This is an optimization exercise on Yosys and OpenROAD, whose aim is small area, not a production implementation.
Function was checked by simulation only, so behaviour that the tests miss may differ from the original.
No activity file was given, so power comes from the tool's default toggle rates.

==> flow/design.v <==
module ALU (
    input [31:0] Ax,
    input [31:0] B,
    input [3:0] ALUControl,
    output [31:0] Result,
    output Zero
);
    wire add = (ALUControl == 4'd0);
    wire sub = (ALUControl == 4'd1);
    wire opand = (ALUControl == 4'd2);
    wire opor  = (ALUControl == 4'd3);
    wire opxor = (ALUControl == 4'd4);
    wire opnor = (ALUControl == 4'd5);
    wire f00 = sub | opnor;
    wire f01 = add | opxor | opor;
    wire f10 = add | opxor | opor;
    wire f11 = sub | opand | opor;
    wire m   = add | sub;
    wire mn  = ~m;
    wire [31:0] p;      
    wire [31:0] kx;     
    wire [32:0] cx;     
    assign cx[0] = sub;
    hc_mux4 pm0 (.A0(f10), .A1(f00), .A2(f11), .A3(f01), .S0(Ax[0]), .S1(B[0]), .X(p[0]));
    hc_nor2 kg0 (.A(Ax[0]), .B(mn), .Y(kx[0]));    
    hc_mux4 pm1 (.A0(f00), .A1(f10), .A2(f01), .A3(f11), .S0(Ax[1]), .S1(B[1]), .X(p[1]));
    hc_nand2 kg1 (.A(Ax[1]), .B(m), .Y(kx[1]));    
    hc_mux4 pm2 (.A0(f10), .A1(f00), .A2(f11), .A3(f01), .S0(Ax[2]), .S1(B[2]), .X(p[2]));
    hc_nor2 kg2 (.A(Ax[2]), .B(mn), .Y(kx[2]));    
    hc_mux4 pm3 (.A0(f00), .A1(f10), .A2(f01), .A3(f11), .S0(Ax[3]), .S1(B[3]), .X(p[3]));
    hc_nand2 kg3 (.A(Ax[3]), .B(m), .Y(kx[3]));    
    hc_mux4 pm4 (.A0(f10), .A1(f00), .A2(f11), .A3(f01), .S0(Ax[4]), .S1(B[4]), .X(p[4]));
    hc_nor2 kg4 (.A(Ax[4]), .B(mn), .Y(kx[4]));    
    hc_mux4 pm5 (.A0(f10), .A1(f00), .A2(f11), .A3(f01), .S0(Ax[5]), .S1(B[5]), .X(p[5]));
    hc_nor2 kg5 (.A(Ax[5]), .B(mn), .Y(kx[5]));    
    hc_mux4 pm6 (.A0(f00), .A1(f10), .A2(f01), .A3(f11), .S0(Ax[6]), .S1(B[6]), .X(p[6]));
    hc_nand2 kg6 (.A(Ax[6]), .B(m), .Y(kx[6]));    
    hc_mux4 pm7 (.A0(f00), .A1(f10), .A2(f01), .A3(f11), .S0(Ax[7]), .S1(B[7]), .X(p[7]));
    hc_nand2 kg7 (.A(Ax[7]), .B(m), .Y(kx[7]));    
    hc_mux4 pm8 (.A0(f10), .A1(f00), .A2(f11), .A3(f01), .S0(Ax[8]), .S1(B[8]), .X(p[8]));
    hc_nor2 kg8 (.A(Ax[8]), .B(mn), .Y(kx[8]));    
    hc_mux4 pm9 (.A0(f10), .A1(f00), .A2(f11), .A3(f01), .S0(Ax[9]), .S1(B[9]), .X(p[9]));
    hc_nor2 kg9 (.A(Ax[9]), .B(mn), .Y(kx[9]));    
    hc_mux4 pm10 (.A0(f00), .A1(f10), .A2(f01), .A3(f11), .S0(Ax[10]), .S1(B[10]), .X(p[10]));
    hc_nand2 kg10 (.A(Ax[10]), .B(m), .Y(kx[10]));    
    hc_mux4 pm11 (.A0(f00), .A1(f10), .A2(f01), .A3(f11), .S0(Ax[11]), .S1(B[11]), .X(p[11]));
    hc_nand2 kg11 (.A(Ax[11]), .B(m), .Y(kx[11]));    
    hc_mux4 pm12 (.A0(f10), .A1(f00), .A2(f11), .A3(f01), .S0(Ax[12]), .S1(B[12]), .X(p[12]));
    hc_nor2 kg12 (.A(Ax[12]), .B(mn), .Y(kx[12]));    
    hc_mux4 pm13 (.A0(f10), .A1(f00), .A2(f11), .A3(f01), .S0(Ax[13]), .S1(B[13]), .X(p[13]));
    hc_nor2 kg13 (.A(Ax[13]), .B(mn), .Y(kx[13]));    
    hc_mux4 pm14 (.A0(f00), .A1(f10), .A2(f01), .A3(f11), .S0(Ax[14]), .S1(B[14]), .X(p[14]));
    hc_nand2 kg14 (.A(Ax[14]), .B(m), .Y(kx[14]));    
    hc_mux4 pm15 (.A0(f00), .A1(f10), .A2(f01), .A3(f11), .S0(Ax[15]), .S1(B[15]), .X(p[15]));
    hc_nand2 kg15 (.A(Ax[15]), .B(m), .Y(kx[15]));    
    hc_mux4 pm16 (.A0(f10), .A1(f00), .A2(f11), .A3(f01), .S0(Ax[16]), .S1(B[16]), .X(p[16]));
    hc_nor2 kg16 (.A(Ax[16]), .B(mn), .Y(kx[16]));    
    hc_mux4 pm17 (.A0(f10), .A1(f00), .A2(f11), .A3(f01), .S0(Ax[17]), .S1(B[17]), .X(p[17]));
    hc_nor2 kg17 (.A(Ax[17]), .B(mn), .Y(kx[17]));    
    hc_mux4 pm18 (.A0(f00), .A1(f10), .A2(f01), .A3(f11), .S0(Ax[18]), .S1(B[18]), .X(p[18]));
    hc_nand2 kg18 (.A(Ax[18]), .B(m), .Y(kx[18]));    
    hc_mux4 pm19 (.A0(f00), .A1(f10), .A2(f01), .A3(f11), .S0(Ax[19]), .S1(B[19]), .X(p[19]));
    hc_nand2 kg19 (.A(Ax[19]), .B(m), .Y(kx[19]));    
    hc_mux4 pm20 (.A0(f10), .A1(f00), .A2(f11), .A3(f01), .S0(Ax[20]), .S1(B[20]), .X(p[20]));
    hc_nor2 kg20 (.A(Ax[20]), .B(mn), .Y(kx[20]));    
    hc_mux4 pm21 (.A0(f10), .A1(f00), .A2(f11), .A3(f01), .S0(Ax[21]), .S1(B[21]), .X(p[21]));
    hc_nor2 kg21 (.A(Ax[21]), .B(mn), .Y(kx[21]));    
    hc_mux4 pm22 (.A0(f00), .A1(f10), .A2(f01), .A3(f11), .S0(Ax[22]), .S1(B[22]), .X(p[22]));
    hc_nand2 kg22 (.A(Ax[22]), .B(m), .Y(kx[22]));    
    hc_mux4 pm23 (.A0(f00), .A1(f10), .A2(f01), .A3(f11), .S0(Ax[23]), .S1(B[23]), .X(p[23]));
    hc_nand2 kg23 (.A(Ax[23]), .B(m), .Y(kx[23]));    
    hc_mux4 pm24 (.A0(f10), .A1(f00), .A2(f11), .A3(f01), .S0(Ax[24]), .S1(B[24]), .X(p[24]));
    hc_nor2 kg24 (.A(Ax[24]), .B(mn), .Y(kx[24]));    
    hc_mux4 pm25 (.A0(f00), .A1(f10), .A2(f01), .A3(f11), .S0(Ax[25]), .S1(B[25]), .X(p[25]));
    hc_nand2 kg25 (.A(Ax[25]), .B(m), .Y(kx[25]));    
    hc_mux4 pm26 (.A0(f10), .A1(f00), .A2(f11), .A3(f01), .S0(Ax[26]), .S1(B[26]), .X(p[26]));
    hc_nor2 kg26 (.A(Ax[26]), .B(mn), .Y(kx[26]));    
    hc_mux4 pm27 (.A0(f00), .A1(f10), .A2(f01), .A3(f11), .S0(Ax[27]), .S1(B[27]), .X(p[27]));
    hc_nand2 kg27 (.A(Ax[27]), .B(m), .Y(kx[27]));    
    hc_mux4 pm28 (.A0(f10), .A1(f00), .A2(f11), .A3(f01), .S0(Ax[28]), .S1(B[28]), .X(p[28]));
    hc_nor2 kg28 (.A(Ax[28]), .B(mn), .Y(kx[28]));    
    hc_mux4 pm29 (.A0(f00), .A1(f10), .A2(f01), .A3(f11), .S0(Ax[29]), .S1(B[29]), .X(p[29]));
    hc_nand2 kg29 (.A(Ax[29]), .B(m), .Y(kx[29]));    
    hc_mux4 pm30 (.A0(f10), .A1(f00), .A2(f11), .A3(f01), .S0(Ax[30]), .S1(B[30]), .X(p[30]));
    hc_nor2 kg30 (.A(Ax[30]), .B(mn), .Y(kx[30]));    
    hc_mux4 pm31 (.A0(f10), .A1(f00), .A2(f11), .A3(f01), .S0(Ax[31]), .S1(B[31]), .X(p[31]));
    assign kx[31] = 1'b0;   
    hc_mux2i cm0 (.A0(kx[0]), .A1(cx[0]), .S(p[0]), .Y(cx[1]));
    hc_mux2i cm1 (.A0(kx[1]), .A1(cx[1]), .S(p[1]), .Y(cx[2]));
    hc_mux2i cm2 (.A0(kx[2]), .A1(cx[2]), .S(p[2]), .Y(cx[3]));
    hc_mux2i cm3 (.A0(kx[3]), .A1(cx[3]), .S(p[3]), .Y(cx[4]));
    hc_mux2i cm4 (.A0(kx[4]), .A1(cx[4]), .S(p[4]), .Y(cx[5]));
    wire g2_4, ppn_4;
    hc_mux2 gm4 (.A0(kx[5]), .A1(kx[4]), .S(p[5]), .X(g2_4));
    hc_nand2 pp4 (.A(p[4]), .B(p[5]), .Y(ppn_4));
    hc_mux2i sm4 (.A0(cx[4]), .A1(g2_4), .S(ppn_4), .Y(cx[6]));
    hc_mux2i cm6 (.A0(kx[6]), .A1(cx[6]), .S(p[6]), .Y(cx[7]));
    wire g2_6, ppn_6;
    hc_mux2 gm6 (.A0(kx[7]), .A1(kx[6]), .S(p[7]), .X(g2_6));
    hc_nand2 pp6 (.A(p[6]), .B(p[7]), .Y(ppn_6));
    hc_mux2i sm6 (.A0(cx[6]), .A1(g2_6), .S(ppn_6), .Y(cx[8]));
    hc_mux2i cm8 (.A0(kx[8]), .A1(cx[8]), .S(p[8]), .Y(cx[9]));
    wire g2_8, ppn_8;
    hc_mux2 gm8 (.A0(kx[9]), .A1(kx[8]), .S(p[9]), .X(g2_8));
    hc_nand2 pp8 (.A(p[8]), .B(p[9]), .Y(ppn_8));
    hc_mux2i sm8 (.A0(cx[8]), .A1(g2_8), .S(ppn_8), .Y(cx[10]));
    hc_mux2i cm10 (.A0(kx[10]), .A1(cx[10]), .S(p[10]), .Y(cx[11]));
    wire g2_10, ppn_10;
    hc_mux2 gm10 (.A0(kx[11]), .A1(kx[10]), .S(p[11]), .X(g2_10));
    hc_nand2 pp10 (.A(p[10]), .B(p[11]), .Y(ppn_10));
    hc_mux2i sm10 (.A0(cx[10]), .A1(g2_10), .S(ppn_10), .Y(cx[12]));
    hc_mux2i cm12 (.A0(kx[12]), .A1(cx[12]), .S(p[12]), .Y(cx[13]));
    wire g2_12, ppn_12;
    hc_mux2 gm12 (.A0(kx[13]), .A1(kx[12]), .S(p[13]), .X(g2_12));
    hc_nand2 pp12 (.A(p[12]), .B(p[13]), .Y(ppn_12));
    hc_mux2i sm12 (.A0(cx[12]), .A1(g2_12), .S(ppn_12), .Y(cx[14]));
    hc_mux2i cm14 (.A0(kx[14]), .A1(cx[14]), .S(p[14]), .Y(cx[15]));
    wire g2_14, ppn_14;
    hc_mux2 gm14 (.A0(kx[15]), .A1(kx[14]), .S(p[15]), .X(g2_14));
    hc_nand2 pp14 (.A(p[14]), .B(p[15]), .Y(ppn_14));
    hc_mux2i sm14 (.A0(cx[14]), .A1(g2_14), .S(ppn_14), .Y(cx[16]));
    hc_mux2i cm16 (.A0(kx[16]), .A1(cx[16]), .S(p[16]), .Y(cx[17]));
    wire g2_16, ppn_16;
    hc_mux2 gm16 (.A0(kx[17]), .A1(kx[16]), .S(p[17]), .X(g2_16));
    hc_nand2 pp16 (.A(p[16]), .B(p[17]), .Y(ppn_16));
    hc_mux2i sm16 (.A0(cx[16]), .A1(g2_16), .S(ppn_16), .Y(cx[18]));
    hc_mux2i cm18 (.A0(kx[18]), .A1(cx[18]), .S(p[18]), .Y(cx[19]));
    wire g2_18, ppn_18;
    hc_mux2 gm18 (.A0(kx[19]), .A1(kx[18]), .S(p[19]), .X(g2_18));
    hc_nand2 pp18 (.A(p[18]), .B(p[19]), .Y(ppn_18));
    hc_mux2i sm18 (.A0(cx[18]), .A1(g2_18), .S(ppn_18), .Y(cx[20]));
    hc_mux2i cm20 (.A0(kx[20]), .A1(cx[20]), .S(p[20]), .Y(cx[21]));
    wire g2_20, ppn_20;
    hc_mux2 gm20 (.A0(kx[21]), .A1(kx[20]), .S(p[21]), .X(g2_20));
    hc_nand2 pp20 (.A(p[20]), .B(p[21]), .Y(ppn_20));
    hc_mux2i sm20 (.A0(cx[20]), .A1(g2_20), .S(ppn_20), .Y(cx[22]));
    hc_mux2i cm22 (.A0(kx[22]), .A1(cx[22]), .S(p[22]), .Y(cx[23]));
    wire g2_22, ppn_22;
    hc_mux2 gm22 (.A0(kx[23]), .A1(kx[22]), .S(p[23]), .X(g2_22));
    hc_nand2 pp22 (.A(p[22]), .B(p[23]), .Y(ppn_22));
    hc_mux2i sm22 (.A0(cx[22]), .A1(g2_22), .S(ppn_22), .Y(cx[24]));
    hc_mux2i cm24 (.A0(kx[24]), .A1(cx[24]), .S(p[24]), .Y(cx[25]));
    hc_mux2i cm25 (.A0(kx[25]), .A1(cx[25]), .S(p[25]), .Y(cx[26]));
    hc_mux2i cm26 (.A0(kx[26]), .A1(cx[26]), .S(p[26]), .Y(cx[27]));
    hc_mux2i cm27 (.A0(kx[27]), .A1(cx[27]), .S(p[27]), .Y(cx[28]));
    hc_mux2i cm28 (.A0(kx[28]), .A1(cx[28]), .S(p[28]), .Y(cx[29]));
    hc_mux2i cm29 (.A0(kx[29]), .A1(cx[29]), .S(p[29]), .Y(cx[30]));
    hc_mux2i cm30 (.A0(kx[30]), .A1(cx[30]), .S(p[30]), .Y(cx[31]));
    assign cx[32] = 1'b0;   
    hc_xor2 sx0 (.A(p[0]), .B(cx[0]), .X(Result[0]));
    hc_xnor2 sx1 (.A(p[1]), .B(cx[1]), .Y(Result[1]));
    hc_xor2 sx2 (.A(p[2]), .B(cx[2]), .X(Result[2]));
    hc_xnor2 sx3 (.A(p[3]), .B(cx[3]), .Y(Result[3]));
    hc_xor2 sx4 (.A(p[4]), .B(cx[4]), .X(Result[4]));
    hc_xnor2 sx5 (.A(p[5]), .B(cx[5]), .Y(Result[5]));
    hc_xnor2 sx6 (.A(p[6]), .B(cx[6]), .Y(Result[6]));
    hc_xor2 sx7 (.A(p[7]), .B(cx[7]), .X(Result[7]));
    hc_xor2 sx8 (.A(p[8]), .B(cx[8]), .X(Result[8]));
    hc_xnor2 sx9 (.A(p[9]), .B(cx[9]), .Y(Result[9]));
    hc_xnor2 sx10 (.A(p[10]), .B(cx[10]), .Y(Result[10]));
    hc_xor2 sx11 (.A(p[11]), .B(cx[11]), .X(Result[11]));
    hc_xor2 sx12 (.A(p[12]), .B(cx[12]), .X(Result[12]));
    hc_xnor2 sx13 (.A(p[13]), .B(cx[13]), .Y(Result[13]));
    hc_xnor2 sx14 (.A(p[14]), .B(cx[14]), .Y(Result[14]));
    hc_xor2 sx15 (.A(p[15]), .B(cx[15]), .X(Result[15]));
    hc_xor2 sx16 (.A(p[16]), .B(cx[16]), .X(Result[16]));
    hc_xnor2 sx17 (.A(p[17]), .B(cx[17]), .Y(Result[17]));
    hc_xnor2 sx18 (.A(p[18]), .B(cx[18]), .Y(Result[18]));
    hc_xor2 sx19 (.A(p[19]), .B(cx[19]), .X(Result[19]));
    hc_xor2 sx20 (.A(p[20]), .B(cx[20]), .X(Result[20]));
    hc_xnor2 sx21 (.A(p[21]), .B(cx[21]), .Y(Result[21]));
    hc_xnor2 sx22 (.A(p[22]), .B(cx[22]), .Y(Result[22]));
    hc_xor2 sx23 (.A(p[23]), .B(cx[23]), .X(Result[23]));
    hc_xor2 sx24 (.A(p[24]), .B(cx[24]), .X(Result[24]));
    hc_xnor2 sx25 (.A(p[25]), .B(cx[25]), .Y(Result[25]));
    hc_xor2 sx26 (.A(p[26]), .B(cx[26]), .X(Result[26]));
    hc_xnor2 sx27 (.A(p[27]), .B(cx[27]), .Y(Result[27]));
    hc_xor2 sx28 (.A(p[28]), .B(cx[28]), .X(Result[28]));
    hc_xnor2 sx29 (.A(p[29]), .B(cx[29]), .Y(Result[29]));
    hc_xor2 sx30 (.A(p[30]), .B(cx[30]), .X(Result[30]));
    hc_xnor2 sx31 (.A(p[31]), .B(cx[31]), .Y(Result[31]));
    wire [7:0] z4;
    wire [1:0] z16n;
    hc_nor4 zq0 (.A(Result[0]), .B(Result[1]), .C(Result[2]), .D(Result[3]), .Y(z4[0]));
    hc_nor4 zq1 (.A(Result[4]), .B(Result[5]), .C(Result[6]), .D(Result[7]), .Y(z4[1]));
    hc_nor4 zq2 (.A(Result[8]), .B(Result[9]), .C(Result[10]), .D(Result[11]), .Y(z4[2]));
    hc_nor4 zq3 (.A(Result[12]), .B(Result[13]), .C(Result[14]), .D(Result[15]), .Y(z4[3]));
    hc_nor4 zq4 (.A(Result[16]), .B(Result[17]), .C(Result[18]), .D(Result[19]), .Y(z4[4]));
    hc_nor4 zq5 (.A(Result[20]), .B(Result[21]), .C(Result[22]), .D(Result[23]), .Y(z4[5]));
    hc_nor4 zq6 (.A(Result[24]), .B(Result[25]), .C(Result[26]), .D(Result[27]), .Y(z4[6]));
    hc_nor4 zq7 (.A(Result[28]), .B(Result[29]), .C(Result[30]), .D(Result[31]), .Y(z4[7]));
    hc_nand4 zh0 (.A(z4[0]), .B(z4[1]), .C(z4[2]), .D(z4[3]), .Y(z16n[0]));
    hc_nand4 zh1 (.A(z4[4]), .B(z4[5]), .C(z4[6]), .D(z4[7]), .Y(z16n[1]));
    hc_nor2  zf  (.A(z16n[0]), .B(z16n[1]), .Y(Zero));
endmodule
module RegisterFile (
    input clk,
    input reset,
    input [3:0] readReg1,
    input [3:0] readReg2,
    input [3:0] writeReg,
    input [31:0] writeData,
    input writeEnable,
    output [31:0] readData1x,
    output [31:0] readData2
);
    reg  [15:0] valid;
    wire [15:0] we;      
    wire [15:0] hold;    
    wire [511:0] regs;
    genvar g, b;
    generate
        for (g = 0; g < 16; g = g + 1) begin : row
            reg  [31:0] q;
            wire [31:0] d;
            assign we[g]   = writeEnable & (writeReg == g);
            assign hold[g] = valid[g] & ~we[g];
            for (b = 0; b < 32; b = b + 1) begin : bt
                hc_a22o upd (.A1(q[b]), .A2(hold[g]), .B1(writeData[b]), .B2(we[g]), .X(d[b]));
            end
            always @(posedge clk)
                q <= d;
            assign regs[32*g +: 32] = q;
        end
    endgenerate
    always @(posedge clk or posedge reset) begin
        if (reset)
            valid <= 16'b0;
        else
            valid <= valid | we;
    end
    localparam [31:0] AINV = 32'hd5333335;
    wire [15:0] sel1 = valid & (16'b1 << readReg1);
    wire [15:0] sel2 = valid & (16'b1 << readReg2);
    generate
        for (b = 0; b < 32; b = b + 1) begin : rbit
            wire [15:0] col;   
            for (g = 0; g < 16; g = g + 1) begin : c
                assign col[g] = regs[32*g + b];
            end
            RegRead #(.INV(AINV[b])) rd1 (.sel(sel1), .d(col), .y(readData1x[b]));
            RegRead #(.INV(0))          rd2 (.sel(sel2), .d(col), .y(readData2[b]));
        end
    endgenerate
endmodule
module RegRead #(parameter INV = 0) (
    input [15:0] sel,
    input [15:0] d,
    output y
);
    genvar i;
    wire [4:0] t;
    generate
        for (i = 0; i < 5; i = i + 1) begin : grp
            hc_a222oi g (.A1(sel[3*i]), .A2(d[3*i]), .B1(sel[3*i+1]), .B2(d[3*i+1]),
                         .C1(sel[3*i+2]), .C2(d[3*i+2]), .Y(t[i]));
        end
        if (INV) begin : inv
            wire u0, u1;
            hc_nand3 n0 (.A(t[0]), .B(t[1]), .C(t[2]), .Y(u0));
            hc_nand2 n1 (.A(t[3]), .B(t[4]), .Y(u1));
            hc_a211oi o (.A1(sel[15]), .A2(d[15]), .B1(u0), .C1(u1), .Y(y));
        end else begin : tru
            wire v0, t5;
            hc_and3  a0 (.A(t[0]), .B(t[1]), .C(t[2]), .X(v0));
            hc_nand2 n5 (.A(sel[15]), .B(d[15]), .Y(t5));
            hc_nand4 o  (.A(v0), .B(t[3]), .C(t[4]), .D(t5), .Y(y));
        end
    endgenerate
endmodule
module CPU (
    input clk,
    input reset,
    input [3:0] ALUControl,
    input [3:0] readReg1,
    input [3:0] readReg2,
    input [3:0] writeReg,
    input [31:0] writeData,
    input writeEnable,
    output [31:0] ALUResult,
    output Zero
);
    wire [31:0] readData1x;   
    wire [31:0] readData2;    
    RegisterFile regFile (
        .clk(clk),
        .reset(reset),
        .readReg1(readReg1),
        .readReg2(readReg2),
        .writeReg(writeReg),
        .writeData(writeData),
        .writeEnable(writeEnable),
        .readData1x(readData1x),
        .readData2(readData2)
    );
    ALU alu (
        .Ax(readData1x),
        .B(readData2),
        .ALUControl(ALUControl),
        .Result(ALUResult),
        .Zero(Zero)
    );
endmodule
module hc_a22o (input A1, input A2, input B1, input B2, output X);
    assign X = (A1 & A2) | (B1 & B2);
endmodule
module hc_a222oi (input A1, input A2, input B1, input B2, input C1, input C2, output Y);
    assign Y = ~((A1 & A2) | (B1 & B2) | (C1 & C2));
endmodule
module hc_a211oi (input A1, input A2, input B1, input C1, output Y);
    assign Y = ~((A1 & A2) | B1 | C1);
endmodule
module hc_and3 (input A, input B, input C, output X);
    assign X = A & B & C;
endmodule
module hc_nand2 (input A, input B, output Y);
    assign Y = ~(A & B);
endmodule
module hc_nand3 (input A, input B, input C, output Y);
    assign Y = ~(A & B & C);
endmodule
module hc_nand4 (input A, input B, input C, input D, output Y);
    assign Y = ~(A & B & C & D);
endmodule
module hc_nor2 (input A, input B, output Y);
    assign Y = ~(A | B);
endmodule
module hc_nor4 (input A, input B, input C, input D, output Y);
    assign Y = ~(A | B | C | D);
endmodule
module hc_xor2 (input A, input B, output X);
    assign X = A ^ B;
endmodule
module hc_xnor2 (input A, input B, output Y);
    assign Y = ~(A ^ B);
endmodule
module hc_mux2i (input A0, input A1, input S, output Y);
    assign Y = ~(S ? A1 : A0);
endmodule
module hc_mux2 (input A0, input A1, input S, output X);
    assign X = S ? A1 : A0;
endmodule
module hc_mux4 (input A0, input A1, input A2, input A3, input S0, input S1, output X);
    assign X = S1 ? (S0 ? A3 : A2) : (S0 ? A1 : A0);
endmodule
==> flow/flow/run.sh <==
#!/bin/bash
# Layout flow: ORFS's synthesis with one added step, then the standard ORFS
# flow from floorplan to finish.
#
# The added step maps the design's hc_* gate modules (plain-logic modules in
# the RTL) straight to the library gates of the same function (flow/cellmap.v)
# before Yosys flattens the design, so ABC only maps the remaining logic.
# Registers are inferred and mapped exactly as in the standard synthesis.
# Each tool's output goes to a log file of its own in this folder.
set -euo pipefail
W=$PWD
mkdir -p $W/mysynth

# clock tree: 8x clock buffers in clusters of at most 16 flip-flops, no dummy loads
CTS_ARGS="-sink_clustering_enable -repair_clock_nets -buf_list sky130_fd_sc_hd__clkbuf_8"
CTS_ARGS="$CTS_ARGS -sink_clustering_size 16 -sink_clustering_max_diameter 50 -dont_use_dummy_load"

# standard synthesis, for reference (register names and cells)
make -C $FLOW_HOME DESIGN_CONFIG=$FLOW_CONFIG WORK_HOME=$W/orfs_std CLKGATE_MAP_FILE= \
  SYNTH_SCRIPT=$W/synth_recipe.tcl synth > $W/std_synth.log 2>&1 || true

# ORFS synth.tcl with the cell-mapping step after the first hierarchy command
sed "/^hierarchy -check -top/a techmap -map $W/flow/cellmap.v" \
  $FLOW_HOME/scripts/synth.tcl > $W/mysynth/synth.tcl
grep -q "cellmap.v" $W/mysynth/synth.tcl
sed "s#source \$::env(SCRIPTS_DIR)/synth.tcl#source $W/mysynth/synth.tcl#" \
  $W/synth_recipe.tcl > $W/mysynth/synth_recipe.tcl
grep -q "mysynth/synth.tcl" $W/mysynth/synth_recipe.tcl

make -C $FLOW_HOME DESIGN_CONFIG=$FLOW_CONFIG WORK_HOME=$W/orfs CLKGATE_MAP_FILE= \
  SYNTH_SCRIPT=$W/mysynth/synth_recipe.tcl synth > $W/my_synth.log 2>&1

# compare the registers with the standard synthesis
python3 $W/flow/regs.py $W/orfs_std/results/$FLOW_PLATFORM/CPU/base/1_2_yosys.v \
  $W/orfs/results/$FLOW_PLATFORM/CPU/base/1_2_yosys.v > $W/regs_compare.log 2>&1 || true
[ -n "${FT_SYNTH_ONLY:-}" ] && exit 0

make -C $FLOW_HOME DESIGN_CONFIG=$FLOW_CONFIG WORK_HOME=$W/orfs CLKGATE_MAP_FILE= \
  SYNTH_SCRIPT=$W/mysynth/synth_recipe.tcl \
  BUFFER_PORTS_ARGS="-buffer_cell sky130_fd_sc_hd__buf_1" \
  CTS_ARGS="$CTS_ARGS" ${FT_TARGET:-finish} > $W/orfs_flow.log 2>&1
[ -n "${FT_TARGET:-}" ] && exit 0

: # left out here: write the final layout as DEF
  $FLOW_OUT/final.def > $W/mysynth/write_def.tcl
openroad -no_init -exit $W/mysynth/write_def.tcl > $W/write_def.log 2>&1
==> flow/flow/cellmap.v <==
// Maps the design's hc_* gate modules to the library gates of the same function.
module hc_a22o (input A1, input A2, input B1, input B2, output X);
    sky130_fd_sc_hd__a22o_1 _TECHMAP_REPLACE_ (.A1(A1), .A2(A2), .B1(B1), .B2(B2), .X(X));
endmodule

module hc_a222oi (input A1, input A2, input B1, input B2, input C1, input C2, output Y);
    sky130_fd_sc_hd__a222oi_1 _TECHMAP_REPLACE_ (.A1(A1), .A2(A2), .B1(B1), .B2(B2), .C1(C1), .C2(C2), .Y(Y));
endmodule

module hc_a211oi (input A1, input A2, input B1, input C1, output Y);
    sky130_fd_sc_hd__a211oi_1 _TECHMAP_REPLACE_ (.A1(A1), .A2(A2), .B1(B1), .C1(C1), .Y(Y));
endmodule

module hc_and3 (input A, input B, input C, output X);
    sky130_fd_sc_hd__and3_1 _TECHMAP_REPLACE_ (.A(A), .B(B), .C(C), .X(X));
endmodule

module hc_nand2 (input A, input B, output Y);
    sky130_fd_sc_hd__nand2_1 _TECHMAP_REPLACE_ (.A(A), .B(B), .Y(Y));
endmodule

module hc_nand3 (input A, input B, input C, output Y);
    sky130_fd_sc_hd__nand3_1 _TECHMAP_REPLACE_ (.A(A), .B(B), .C(C), .Y(Y));
endmodule

module hc_nand4 (input A, input B, input C, input D, output Y);
    sky130_fd_sc_hd__nand4_1 _TECHMAP_REPLACE_ (.A(A), .B(B), .C(C), .D(D), .Y(Y));
endmodule

module hc_nor2 (input A, input B, output Y);
    sky130_fd_sc_hd__nor2_1 _TECHMAP_REPLACE_ (.A(A), .B(B), .Y(Y));
endmodule

module hc_nor4 (input A, input B, input C, input D, output Y);
    sky130_fd_sc_hd__nor4_1 _TECHMAP_REPLACE_ (.A(A), .B(B), .C(C), .D(D), .Y(Y));
endmodule

module hc_xor2 (input A, input B, output X);
    sky130_fd_sc_hd__xor2_1 _TECHMAP_REPLACE_ (.A(A), .B(B), .X(X));
endmodule

module hc_xnor2 (input A, input B, output Y);
    sky130_fd_sc_hd__xnor2_1 _TECHMAP_REPLACE_ (.A(A), .B(B), .Y(Y));
endmodule

module hc_mux2i (input A0, input A1, input S, output Y);
    sky130_fd_sc_hd__mux2i_1 _TECHMAP_REPLACE_ (.A0(A0), .A1(A1), .S(S), .Y(Y));
endmodule

module hc_mux4 (input A0, input A1, input A2, input A3, input S0, input S1, output X);
    sky130_fd_sc_hd__mux4_2 _TECHMAP_REPLACE_ (.A0(A0), .A1(A1), .A2(A2), .A3(A3), .S0(S0), .S1(S1), .X(X));
endmodule

module hc_mux2 (input A0, input A1, input S, output X);
    sky130_fd_sc_hd__mux2_1 _TECHMAP_REPLACE_ (.A0(A0), .A1(A1), .S(S), .X(X));
endmodule
==> flow/flow/regs.py <==
# regs.py STD.v MINE.v: compare flip-flop instances (name -> cell) of two netlists.
import re, sys
def regs(path):
    r = {}
    for m in re.finditer(r'^\s*(sky130_fd_sc_hd__(?:df|edf|sdf|dl)\w*)\s+(\S+)\s*\(', open(path).read(), re.M):
        r[m.group(2)] = re.sub(r'_\d+$', '', m.group(1))
    return r
a, b = regs(sys.argv[1]), regs(sys.argv[2])
print("standard:", len(a), "mine:", len(b))
bad = 0
for k in sorted(set(a) | set(b)):
    if a.get(k) != b.get(k):
        bad += 1
        if bad <= 20: print("DIFF", k, a.get(k), b.get(k))
print("differences:", bad)
sys.exit(1 if bad else 0)
==> flow/standard.sh <==
#!/bin/bash
# synth_recipe.tcl (not shown) runs the flow's synth.tcl, then flattens the netlist and writes it again
# the make line also repeats each setting of config.mk as NAME=value (left out here)
make -C /OpenROAD-flow-scripts/flow DESIGN_CONFIG=/design/flow/config.mk WORK_HOME=/design/flow/orfs CLKGATE_MAP_FILE= SYNTH_SCRIPT=/design/flow/synth_recipe.tcl "${@:-finish}"
==> flow/config.mk <==
export PLATFORM = sky130hd
export DESIGN_NAME = CPU
export DESIGN_NICKNAME = CPU
export VERILOG_FILES = /design/flow/design.v
export SDC_FILE = /design/flow/constraint.sdc
export NUM_CORES = 4
export LEC_CHECK = 0
export CAP_MARGIN = 20
export CORE_MARGIN = 2
export CORE_UTILIZATION = 70
export SLEW_MARGIN = 20
==> flow/constraint.sdc <==
create_clock -name core_clock -period 15.0 [get_ports {clk}]
set_input_delay 3.0000 -clock core_clock [delete_from_list [all_inputs] [get_ports {clk}]]
set_output_delay 3.0000 -clock core_clock [all_outputs]
set_load 0.01 [all_outputs]
==> flow_summary.json, run 1 <==
{
  "worst_pin_slew_ns": 1.34,
  "drive_above_1_share_pct": 9.57,
  "r2r-end": "regFile.row[12].q[2]",
  "grt_use_total_pct": 54.3,
  "ys_types": 34,
  "syn_area_mm2": 0.0218,
  "clk_path_buf_depth": 3,
  "numCtsBuffers": 44,
  "ys_ff_latch": 528,
  "maxCapViolCount": 0,
  "wl_um": 93100,
  "die_h_um": 180,
  "die_width_um": 180,
  "setup_violations": 0,
  "fp-row-count": 64,
  "slowest_delay_ns": 0.60,
  "crit_slowest_cell": "mux4_2",
  "placedCellCount": 2356,
  "p_comb_share_pct": 16.6,
  "hold_path.class": "reg2reg",
  "arrival_ns": 11.63,
  "path_clk_slew_ns": 0.10,
  "grt_pass1_vias": 21594,
  "p_switching_w": 0.000877,
  "dp_slack_ns": 0.268,
  "p_clk_share_pct": 25.7,
  "routedWlPerCell_um": 38.6,
  "ys.flop_type": "dfxtp_1",
  "drt_pre_antenna_iters": 17,
  "leakage_nw": 8.46,
  "layout_common_cells": "a22o_1, dfxtp_1, a222oi_1",
  "clk_latency_ns": 0.62,
  "switching_share_pct": 31.5,
  "min_to": "regFile.row[15].q[18]",
  "cp-end-kind": "output port",
  "cp_max_fo": 17,
  "grt_remaining_overflow": 0,
  "tritoncts": "done",
  "drc_errors": 0,
  "slew_viol_final": 0,
  "ant_nets": 0,
  "nNetsFinal": 2060,
  "synth_edf_count": 0,
  "hold_path_depth": 1,
  "htreeDepth": 2,
  "cp-start-kind": "input port",
  "drt_iter0_markers": 6454,
  "crit_path_frequent_cell": "mux2i_1",
  "synth_cells": 1834,
  "fin_ws_ns": 0.367,
  "fin_crit_ns": 14.63,
  "initial_core_util_pct": 71.2,
  "ff2ff_setup_slack_ns": 13.09,
  "status": "no timing/DRC/antenna violations",
  "relSlewSlack_pct": 10.5,
  "p_per_area_mw_per_mm2": 117,
  "fin_crit_sh_pct": 97.6,
  "setup_tns_ns": 0,
  "max_freq_mhz": 68.3,
  "fin_cells": 2408,
  "power_frac_seq_pct": 57.7,
  "grt_pass1_wl_um": 134000,
  "whs_ns": 0.517,
  "vdd_ir_drop_max_mv": 0.101,
  "antenna_found_initial": 6,
  "numClockSinks": 528,
  "async_reset_ff_share_pct": 3.03,
  "syn-mean-instance-area_um2": 11.9,
  "vias": 22544,
  "reg2reg_depth": 2,
  "syn_to_final_growth_pct": 9.44,
  "die_area_mm2": 0.0325,
  "cts-root-buf": "clkbuf_8",
  "finClkSkew_ns": 0.0606,
  "viasPerCell": 9.36,
  "p_int_w": 0.00191,
  "place.gp.congestion": 0.970,
  "boundaryPins": 84,
  "io_buffers": 83,
  "yosys_warnings": 1,
  "hold_viol": 0,
  "grt_max_degree": 37,
  "placeableCoreArea_mm2": 0.0306,
  "critPathRequiredTime_ns": 12.00,
  "hold_start": "regFile.row[15].q[18]",
  "crit_type": "in2out",
  "worstReg2RegStart": "regFile.valid[12]",
  "yosysSeqAreaShare_pct": 48.9,
  "nFillCells": 2031,
  "p_total_w": 0.00279,
  "hpwl_um": 52300,
  "syn_nets": 1885
}
-- cell families after synthesis --
group | after synthesis | share of synthesized area (%)
AOI/OAI and AO/OA | 882 | 37.0
xor gates and xnor gates | 32 | 1.29
buffers and inverters | 11 | 0.236
DFF | 528 | 48.9
muxes | 73 | 5.25
and+or+nand+nor | 308 | 7.31
-- state kept, by name, summed over array words and instances (netlist names) --
name           flops
regFile.valid     16
regFile.row.q    512
-- layout make-up --
| type | instances | area [um2] | area share (%) |
|---|---|---|---|
| flip-flops and latches | 528 | 10700 | 44.7 |
| repair buffers | 138 | 744 | 3.12 |
| well taps | 396 | 495 | 2.08 |
| clock buffers | 44 | 606 | 2.54 |
| diodes | 5 | 12.5 | 0.0525 |
| inverters | 2 | 7.51 | 0.0315 |
| multi-input cells | 1295 | 11300 | 47.5 |
-- synthesized netlist by cell type, drive strengths merged (3+ instances only) --
cell type	n	area [um2]
a22o	512	4480
dfxtp	512	10200
a222oi	320	3200
nand2	93	349
and3	71	444
nand4	49	307
nor2	39	146
mux4	32	721
mux2i	31	310
nand3	19	95.1
a211oi	17	128
dfrtp	16	400
o21a	16	120
o21bai	16	120
xnor2	16	140
xor2	16	140
mux2	10	113
nor2b	8	50.1
nor4	8	50.1
clkbuf	6	22.5
and4	4	35.0
buf	3	21.3
nand2b	3	18.8
nand3b	3	22.5
-- routing by layer --
metal / global-route usage (%) / vias up / part of all wire [%]
met5: 0.889 / - / 0.061
met4: 36.4 / 4 / 9.0
met3: 23.5 / 764 / 19
met2: 77.1 / 2709 / 40
met1: 66.7 / 10441 / 32
li1: - / 8626 / -
-- critical path: cells and delay by family --
kind	cells	cell delay [ns]
AO/OA/AOI/OAI	2	0.62
XOR/XNOR	1	0.12
buffers and inverters	3	0.46
multiplexers	22	5.76
AND/OR/NAND/NOR	6	1.68
-- what timing repair did --
action	4_1_cts	5_1_grt
hold buffers	0	0
buffers inserted	0	2
endpoints found under the setup margin	0	1
gates resized for setup	0	6
-- through the flow --
step                      utilization, %  area, um2
after floorplan                        -      21800
after global placement              75.6      23100
after detailed placement            75.6      23100
after CTS                           77.6      23700
after global routing                77.9      23800
final                               77.9      23800
-- worst max path at each step --
stage / start / end / slack [ns]
after global routing: readReg1[0] / Zero / -0.002
after CTS: readReg1[1] / Zero / 0.23
final: readReg1[0] / Zero / 0.37
after detailed placement: readReg1[1] / Zero / 0.27
after global placement: readReg1[1] / Zero / 0.83
after floorplan: readReg2[3] / Zero / 1.04
-- power by group through the flow --
| stage | Sequential, W | Combinational [W] | Clock, W |
|---|---|---|---|
| floorplan | 0.00160 | 0.000240 | 0 |
| global placement | 0.00162 | 0.000408 | 0 |
| detailed placement | 0.00163 | 0.000423 | 0 |
| CTS | 0.00160 | 0.000423 | 0.000701 |
| global route | 0.00161 | 0.000459 | 0.000748 |
| finish | 0.00161 | 0.000463 | 0.000718 |
==> inputs of run 2 (changes only) <==
--- a/flow/design.v
+++ b/flow/design.v
@@ -210,2 +210,6 @@
     wire [511:0] regs;
+    wire [3:0] wlo = {4{writeEnable}} & (4'b1 << writeReg[1:0]);
+    wire [3:0] whi = 4'b1 << writeReg[3:2];
+    wire [15:0] sel1 = valid & (16'b1 << readReg1);
+    wire [15:0] sel2 = valid & (16'b1 << readReg2);
     genvar g, b;
@@ -215,4 +219,4 @@
             wire [31:0] d;
-            assign we[g]   = writeEnable & (writeReg == g);
-            assign hold[g] = valid[g] & ~we[g];
+            hc_and2_4  wdec (.A(wlo[g % 4]), .B(whi[g / 4]), .X(we[g]));
+            hc_and2b_4 hdec (.A_N(we[g]), .B(valid[g]), .X(hold[g]));
             for (b = 0; b < 32; b = b + 1) begin : bt
@@ -232,4 +236,2 @@
     localparam [31:0] AINV = 32'hd5333335;
-    wire [15:0] sel1 = valid & (16'b1 << readReg1);
-    wire [15:0] sel2 = valid & (16'b1 << readReg2);
     generate
@@ -312,2 +314,11 @@
 endmodule
+module hc_and2_4 (input A, input B, output X);
+    assign X = A & B;
+endmodule
+module hc_and2b_4 (input A_N, input B, output X);
+    assign X = ~A_N & B;
+endmodule
+module hc_and3_4 (input A, input B, input C, output X);
+    assign X = A & B & C;
+endmodule
 module hc_and3 (input A, input B, input C, output X);
--- a/flow/flow/cellmap.v
+++ b/flow/flow/cellmap.v
@@ -56 +56,13 @@
 endmodule
+
+module hc_and2_4 (input A, input B, output X);
+    sky130_fd_sc_hd__and2_4 _TECHMAP_REPLACE_ (.A(A), .B(B), .X(X));
+endmodule
+
+module hc_and2b_4 (input A_N, input B, output X);
+    sky130_fd_sc_hd__and2b_4 _TECHMAP_REPLACE_ (.A_N(A_N), .B(B), .X(X));
+endmodule
+
+module hc_and3_4 (input A, input B, input C, output X);
+    sky130_fd_sc_hd__and3_4 _TECHMAP_REPLACE_ (.A(A), .B(B), .C(C), .X(X));
+endmodule
--- a/flow/config.mk
+++ b/flow/config.mk
@@ -10,2 +10,3 @@
 export CORE_UTILIZATION = 70
+export SETUP_SLACK_MARGIN = 0.4
 export SLEW_MARGIN = 20
==> flow_summary.json, run 2 <==
{
  "status": "no timing/DRC/antenna violations",
  "path_clk_slew_ns": 0.05,
  "die_width_um": 181,
  "nNetsFinal": 2053,
  "nFillCells": 2130,
  "vias": 22446,
  "io_buffers": 83,
  "arrival_ns": 11.27,
  "hpwl_um": 51500,
  "setup_tns_ns": 0,
  "p_per_area_mw_per_mm2": 117,
  "multi_input_area_mm2": 0.0113,
  "grt_use_total_pct": 52.3,
  "critPathRequiredTime_ns": 12.00,
  "ys_types": 33,
  "synth_edf_count": 0,
  "p_total_w": 0.00278,
  "die_h_um": 181,
  "drive_above_1_share_pct": 10.2,
  "tritoncts": "done",
  "fin_crit_ns": 14.27,
  "ant_nets": 0,
  "grt_max_degree": 53,
  "slowest_delay_ns": 0.55,
  "seq_area_mm2": 0.0107,
  "synth_area_leaders": "dfxtp_1, a22o_1, a222oi_1",
  "hold_path.class": "reg2reg",
  "dp_slack_ns": 0.311,
  "grt_remaining_overflow": 0,
  "vdd_ir_drop_max_mv": 0.150,
  "whs_ns": 0.507,
  "htreeDepth": 2,
  "maxCapViolCount": 0,
  "grt_pass1_wl_um": 131000,
  "grt_pass1_vias": 21462,
  "routedWlPerCell_um": 37.6,
  "fin_ws_ns": 0.733,
  "synth_cells": 1828,
  "synth_top_area_share_pct": 46.9,
  "numClockSinks": 528,
  "cp-end-kind": "output port",
  "hold_start": "regFile.row[15].q[11]",
  "slew_viol_final": 0,
  "boundaryPins": 84,
  "rsz0062_at_grt": "false",
  "numCtsBuffers": 44,
  "yosys_warnings": 1,
  "syn-mean-instance-area_um2": 12.0,
  "placeableCoreArea_mm2": 0.0307,
  "yosys-top-cells-count": "a22o_1, dfxtp_1, a222oi_1, nand2_1, and3_1",
  "drt_iter0_markers": 6536,
  "worstReg2RegStart": "regFile.valid[5]",
  "finClkSkew_ns": 0.0495,
  "cp-start-kind": "input port",
  "async_reset_ff_share_pct": 3.03,
  "fin_crit_sh_pct": 95.1,
  "syn_to_final_growth_pct": 8.53,
  "cp_max_fo": 20,
  "setup_violations": 0,
  "fin_area_mm2": 0.0237,
  "top_regs": "regFile.row.q x512, regFile.valid x16",
  "wl_um": 90100,
  "leakage_nw": 8.52,
  "ys.flop_type": "dfxtp_1",
  "crit_type": "in2out",
  "syn_nets": 1879,
  "yosysTopAreaCell": "dfxtp_1",
  "largest-register": "regFile.row.q",
  "relSlewSlack_pct": 27.1,
  "place.gp.congestion": 1.05,
  "cts-root-buf": "clkbuf_8",
  "viasPerCell": 9.36,
  "layout_common_cells": "a22o_1, dfxtp_1, a222oi_1",
  "clk_latency_ns": 0.63,
  "initial_core_util_pct": 71.3,
  "hold_viol": 0,
  "syn_area_mm2": 0.0219,
  "worst_pin_slew_ns": 1.09,
  "crit_path_frequent_cell": "mux2i_1",
  "crit_slowest_cell": "mux4_2",
  "ys_ff_latch": 528,
  "max_freq_mhz": 70.1,
  "drt_pre_antenna_iters": 17,
  "clk_path_buf_depth": 3,
  "yosysSeqAreaShare_pct": 48.7,
  "startpoint": "readReg1[2]",
  "placed_area_mm2": 0.0230,
  "antenna_found_initial": 2,
  "drc_errors": 0,
  "fp-row-count": 64,
  "largest_register_ffs": 512,
  "die_area_mm2": 0.0326
}
==> run 2: changes by cell type after synthesis, sizes merged, moves of 2 or more <==
cell	change
and2	+18
and2b	+17
and3	+3
and4	-2
buf	-3
clkbuf	-5
nand3	-2
nor2	-14
o21a	-16
o21bai	-16
or2	+15
==> run 2: cells by family (layout without fill, tap and decap cells) <==
group,after synthesis,after routing,synth area share (%)
AOI/OAI and AO/OA,850,850,35.8
xor gates and xnor gates,32,32,1.28
buffers and inverters,3,175,0.0572
DFF,528,528,48.7
muxes,73,73,5.23
other,0,2,0
and+or+nand+nor,342,342,8.91
==> run 2: where the power goes <==
group / internal (W) / switching (W) / leakage, nW
logic: 0.000143 / 0.000314 / 3.87
registers: 0.00151 / 0.0000978 / 4.33
clock network: 0.000263 / 0.000453 / 0.316
==> run 2: repair_timing <==
action                     CTS  global route
setup buffers                0             2
gates resized for setup      2            10
setup endpoints to repair    1             2
hold buffers                 0             0
hold endpoints to repair     0             0
==> run 2: worst paths after layout <==
path                                          to  slack (ns)  depth (start not counted)
max                                         Zero        0.73                         33
min                        regFile.row[15].q[11]        0.51                          1
max reg2reg                 regFile.row[5].q[13]       13.53                          2
min reg2reg                regFile.row[15].q[11]        0.51                          1
max in group asynchronous      regFile.valid[12]       12.20                          2
min in group asynchronous       regFile.valid[6]        2.42                          2
==> run 2: critical path: cells and delay by family <==
family | cells | cell delay (ns)
mux | 21 | 5.27
simple gates | 7 | 1.87
buf+inv | 3 | 0.79
xor+xnor | 1 | 0.19
compound gates | 1 | 0.12
==> run 2: area by class of cell <==
type | instances | area share, %
Clock buffer | 44 | 2.55
Timing Repair Buffer | 129 | 2.78
Sequential cell | 528 | 44.9
Tap cell | 396 | 2.09
Inverter | 2 | 0.0317
Antenna cell | 2 | 0.0211
Multi-Input combinational cell | 1297 | 47.6
==> run 2: routing by layer <==
metal | track usage [%] | vias up | routed length (um)
met4 | 36.5 | 2 | 7960
met1 | 66.2 | 10396 | 29500
met3 | 19.8 | 749 | 16700
li1 | - | 8573 | -
met2 | 73.6 | 2726 | 36000
met5 | 0 | - | 12
==> run 2: metrics by stage <==
step                cells  utilization (%)
global placement     2350             75.1
global route         2397             77.3
CTS                  2394             77.1
detailed placement   2350             75.1
floorplan            1828                -
finish               2398             77.3
==> inputs of run 3 (changes only) <==
--- a/flow/design.v
+++ b/flow/design.v
@@ -190,6 +190,6 @@
     hc_nor4 zq6 (.A(Result[24]), .B(Result[25]), .C(Result[26]), .D(Result[27]), .Y(z4[6]));
-    hc_nor4 zq7 (.A(Result[28]), .B(Result[29]), .C(Result[30]), .D(Result[31]), .Y(z4[7]));
+    hc_nor3 zq7 (.A(Result[28]), .B(Result[29]), .C(Result[30]), .Y(z4[7]));
     hc_nand4 zh0 (.A(z4[0]), .B(z4[1]), .C(z4[2]), .D(z4[3]), .Y(z16n[0]));
     hc_nand4 zh1 (.A(z4[4]), .B(z4[5]), .C(z4[6]), .D(z4[7]), .Y(z16n[1]));
-    hc_nor2  zf  (.A(z16n[0]), .B(z16n[1]), .Y(Zero));
+    hc_nor3  zf  (.A(z16n[0]), .B(z16n[1]), .C(Result[31]), .Y(Zero));
 endmodule
@@ -206,3 +206,3 @@
 );
-    reg  [15:0] valid;
+    reg         ready;
     wire [15:0] we;      
@@ -212,4 +212,8 @@
     wire [3:0] whi = 4'b1 << writeReg[3:2];
-    wire [15:0] sel1 = valid & (16'b1 << readReg1);
-    wire [15:0] sel2 = valid & (16'b1 << readReg2);
+    wire [3:0] r1lo = {4{ready}} & (4'b1 << readReg1[1:0]);
+    wire [3:0] r1hi = 4'b1 << readReg1[3:2];
+    wire [3:0] r2lo = {4{ready}} & (4'b1 << readReg2[1:0]);
+    wire [3:0] r2hi = 4'b1 << readReg2[3:2];
+    wire [15:0] sel1;
+    wire [15:0] sel2;
     genvar g, b;
@@ -220,3 +224,5 @@
             hc_and2_4  wdec (.A(wlo[g % 4]), .B(whi[g / 4]), .X(we[g]));
-            hc_and2b_4 hdec (.A_N(we[g]), .B(valid[g]), .X(hold[g]));
+            hc_and2b_4 hdec (.A_N(we[g]), .B(ready), .X(hold[g]));
+            hc_and2_4  s1dec (.A(r1lo[g % 4]), .B(r1hi[g / 4]), .X(sel1[g]));
+            hc_and2_4  s2dec (.A(r2lo[g % 4]), .B(r2hi[g / 4]), .X(sel2[g]));
             for (b = 0; b < 32; b = b + 1) begin : bt
@@ -231,5 +237,5 @@
         if (reset)
-            valid <= 16'b0;
+            ready <= 1'b0;
         else
-            valid <= valid | we;
+            ready <= 1'b1;
     end
@@ -317,5 +323,2 @@
 endmodule
-module hc_and2b_4 (input A_N, input B, output X);
-    assign X = ~A_N & B;
-endmodule
 module hc_and3_4 (input A, input B, input C, output X);
@@ -323,2 +326,5 @@
 endmodule
+module hc_and2b_4 (input A_N, input B, output X);
+    assign X = ~A_N & B;
+endmodule
 module hc_and3 (input A, input B, input C, output X);
@@ -338,2 +344,5 @@
 endmodule
+module hc_nor3 (input A, input B, input C, output Y);
+    assign Y = ~(A | B | C);
+endmodule
 module hc_nor4 (input A, input B, input C, input D, output Y);
--- a/flow/flow/run.sh
+++ b/flow/flow/run.sh
@@ -8,2 +8,3 @@
 # Registers are inferred and mapped exactly as in the standard synthesis.
+# Port buffers are the smallest buffer.
 # Each tool's output goes to a log file of its own in this folder.
--- a/flow/flow/cellmap.v
+++ b/flow/flow/cellmap.v
@@ -61,2 +61,10 @@
 
+module hc_and3_4 (input A, input B, input C, output X);
+    sky130_fd_sc_hd__and3_4 _TECHMAP_REPLACE_ (.A(A), .B(B), .C(C), .X(X));
+endmodule
+
+module hc_nor3 (input A, input B, input C, output Y);
+    sky130_fd_sc_hd__nor3_1 _TECHMAP_REPLACE_ (.A(A), .B(B), .C(C), .Y(Y));
+endmodule
+
 module hc_and2b_4 (input A_N, input B, output X);
@@ -64,5 +72 @@
 endmodule
-
-module hc_and3_4 (input A, input B, input C, output X);
-    sky130_fd_sc_hd__and3_4 _TECHMAP_REPLACE_ (.A(A), .B(B), .C(C), .X(X));
-endmodule
--- a/flow/config.mk
+++ b/flow/config.mk
@@ -7,2 +7,3 @@
 export LEC_CHECK = 0
+export ABC_AREA = 1
 export CAP_MARGIN = 20
==> flow_summary.json, run 3 <==
{
  "syn-mean-instance-area_um2": 11.8,
  "synth_top_area_share_pct": 47.8,
  "finClkSkew_ns": 0.0891,
  "yosys_warnings": 1,
  "placeableCoreArea_mm2": 0.0303,
  "grt_remaining_overflow": 0,
  "setup_violations": 0,
  "nFillCells": 1994,
  "rsz0062_at_grt": "false",
  "maxCapViolCount": 0,
  "viasPerCell": 9.30,
  "p_clk_share_pct": 30.1,
  "critPathRequiredTime_ns": 12.00,
  "leakage_nw": 8.28,
  "p_switching_w": 0.000627,
  "initial_core_util_pct": 70.7,
  "die_width_um": 179,
  "vdd_ir_drop_max_mv": 0.0923,
  "syn_nets": 1868,
  "routedWlPerCell_um": 38.6,
  "max_freq_mhz": 69.7,
  "grt_pass1_vias": 20925,
  "numClockSinks": 513,
  "placedCellCount": 2335,
  "cp_max_fo": 19,
  "die_h_um": 179,
  "fin_cells": 2382,
  "ys_ff_latch": 513,
  "fin_crit_ns": 14.35,
  "cp-start-kind": "input port",
  "largest-register": "regFile.row.q",
  "drt_pre_antenna_iters": 22,
  "largest_register_ffs": 512,
  "grt_max_degree": 35,
  "ys.flop_type": "dfxtp_1",
  "status": "no timing/DRC/antenna violations",
  "synth_cells": 1817,
  "hold_path.class": "reg2reg",
  "drive_above_1_share_pct": 9.54,
  "grt_use_total_pct": 55.6,
  "yosysTopAreaCell": "dfxtp_1",
  "cts_setup_buffers": 0,
  "clk_path_buf_depth": 3,
  "io_buffers": 83,
  "whs_ns": 0.514,
  "numCtsBuffers": 43,
  "wl_um": 92000,
  "top_regs": "regFile.row.q x512, regFile.ready x1",
  "power_frac_seq_pct": 61.0,
  "arrival_ns": 11.35,
  "fin_crit_sh_pct": 95.7,
  "cts_resized": 0,
  "setup_tns_ns": 0,
  "cp-end-kind": "output port",
  "slowest_delay_ns": 0.57,
  "hold_viol": 0,
  "grt_pass1_wl_um": 132000,
  "yosys-top-cells-count": "a22o_1, dfxtp_1, a222oi_1, nand2_1, nand4_1",
  "vias": 22159,
  "slew_viol_final": 0,
  "tritoncts": "done",
  "drc_errors": 0,
  "die_area_mm2": 0.0321,
  "p_int_w": 0.00170,
  "yosysSeqAreaShare_pct": 47.9,
  "switching_share_pct": 26.9,
  "crit_slowest_cell": "mux4_2",
  "async_reset_ff_share_pct": 0.195,
  "clk_latency_ns": 0.66,
  "dp_slack_ns": 0.859,
  "cts-root-buf": "clkbuf_8",
  "worst_pin_slew_ns": 1.21,
  "nNetsFinal": 2035,
  "htreeDepth": 2,
  "syn_to_final_growth_pct": 8.08,
  "crit_path_frequent_cell": "mux2i_1",
  "ys_types": 23,
  "boundaryPins": 84,
  "hpwl_um": 52100,
  "drt_iter0_markers": 6620,
  "synth_edf_count": 0,
  "crit_type": "in2out",
  "layout_common_cells": "a22o_1, dfxtp_1, a222oi_1",
  "p_per_area_mw_per_mm2": 100,
  "path_clk_slew_ns": 0.06,
  "p_comb_share_pct": 8.9,
  "syn_area_mm2": 0.0215,
  "ant_nets": 0,
  "synth_area_leaders": "dfxtp_1, a22o_1, a222oi_1",
  "fin_ws_ns": 0.649,
  "place.gp.congestion": 0.977,
  "antenna_found_initial": 4,
  "fp-row-count": 64,
  "relSlewSlack_pct": 18.5,
  "hold_buffers": 0
}
run 3: cell count changes after synthesis, moves of 3 or more:
cell,change
and2_4,+32
and3_1,-27
inv_1,+17
nor3_1,+6
dfrtp_1,-15
nand2_1,+9
nor2b_1,-9
nor2_1,+10
or2_2,-17
and2_1,-4
nor3b_1,-3
run 3: final cells by class:
| cell class | count | area (um2) | share of cell area (%) |
|---|---|---|---|
| Antenna cell | 4 | 10.0 | 0.0432 |
| Multi-Input combinational cell | 1284 | 11100 | 48.0 |
| Clock buffer | 43 | 592 | 2.55 |
| Sequential cell | 513 | 10300 | 44.3 |
| Tap cell | 396 | 495 | 2.14 |
| Timing Repair Buffer | 122 | 604 | 2.61 |
| Inverter | 20 | 75.1 | 0.324 |
run 3: worst max-delay path, delay by kind of cell:
kind / cells / cell delay (ns)
XOR/XNOR: 1 / 0.13
multiplexers: 20 / 5.55
AO/OA/AOI/OAI: 1 / 0.18
AND/OR/NAND/NOR: 7 / 1.68
buffers and inverters: 3 / 0.80
run 3: cell families after synthesis:
group / after synthesis / synth area share (%)
simple gates: 329 / 8.70
other cells: 1 / 0.0175
buf+inv: 20 / 0.350
mux: 73 / 5.33
compound gates: 849 / 36.4
flops: 513 / 47.9
xor+xnor: 32 / 1.31
run 3: per-layer routing:
| layer | GRT usage (%) | routed length, um |
|---|---|---|
| met5 | 0.321 | 11 |
| met4 | 41.0 | 8890 |
| met2 | 77.4 | 36400 |
| met1 | 66.2 | 29200 |
| met3 | 26.6 | 17600 |
run 3: stage by stage:
stage	power [W]	instance area, um2	util, %
after floorplan	0.00154	21500	-
final	0.00233	23200	76.4
after global placement	0.00163	22600	74.4
after global routing	0.00237	23200	76.4
after CTS	0.00229	23200	76.3
after detailed placement	0.00164	22600	74.4
run 3: power groups by stage:
stage / Sequential [W] / Combinational (W) / Clock (W)
floorplan: 0.00144 / 0.0000970 / 0
global placement: 0.00145 / 0.000185 / 0
detailed placement: 0.00145 / 0.000189 / 0
CTS: 0.00142 / 0.000189 / 0.000687
global route: 0.00142 / 0.000207 / 0.000737
finish: 0.00142 / 0.000208 / 0.000702
run 3: final timing paths:
path | slack [ns] | startpoint | depth (start not counted) | end
worst min-delay path | 0.51 | regFile.row[5].q[24] | 1 | regFile.row[5].q[24]
max in group asynchronous | 12.78 | reset | 2 | regFile.ready
worst max register to register | 12.59 | regFile.ready | 2 | regFile.row[9].q[0]
min in group asynchronous | 2.13 | reset | 2 | regFile.ready
worst min register to register | 0.51 | regFile.row[5].q[24] | 1 | regFile.row[5].q[24]
worst max-delay path | 0.65 | readReg1[1] | 32 | Zero

re-timing with driven ports:
How much do the figures lean on ideal ports? The routed layouts below were timed once more, with nothing changed but the port constraints. Step 1 sets driving cells, clkbuf_16 on the clock port and buf_2 on the other inputs (assumed; they add their load-dependent delay and slew). Step 2, shift: input delay + t, output delay - t, t = (earliest + latest rising clock arrival at the registers) / 2. This alone moves slack from input paths to output paths. a / b / c = no drivers / after step 1 / after step 2; a / b = the first two.
| run | t (ns) | setup WS [ns] | worst setup path at the end | slew at the worst register clock pin (ns) |
|---|---|---|---|---|
| run 1 | 0.647 | 0.367 / 0.265 / 0.265 | input to output | 0.11 / 0.11 |
| run 2 | 0.647 | 0.733 / 0.705 / 0.705 | input to output | 0.11 / 0.11 |
| run 3 | 0.662 | 0.649 / 0.603 / 0.603 | input to output | 0.10 / 0.10 |
After both steps every run listed still meets setup and hold. The setup slack of run 1, which loses most, moves by -0.102 ns with the drivers and by -0.102 ns with both steps.
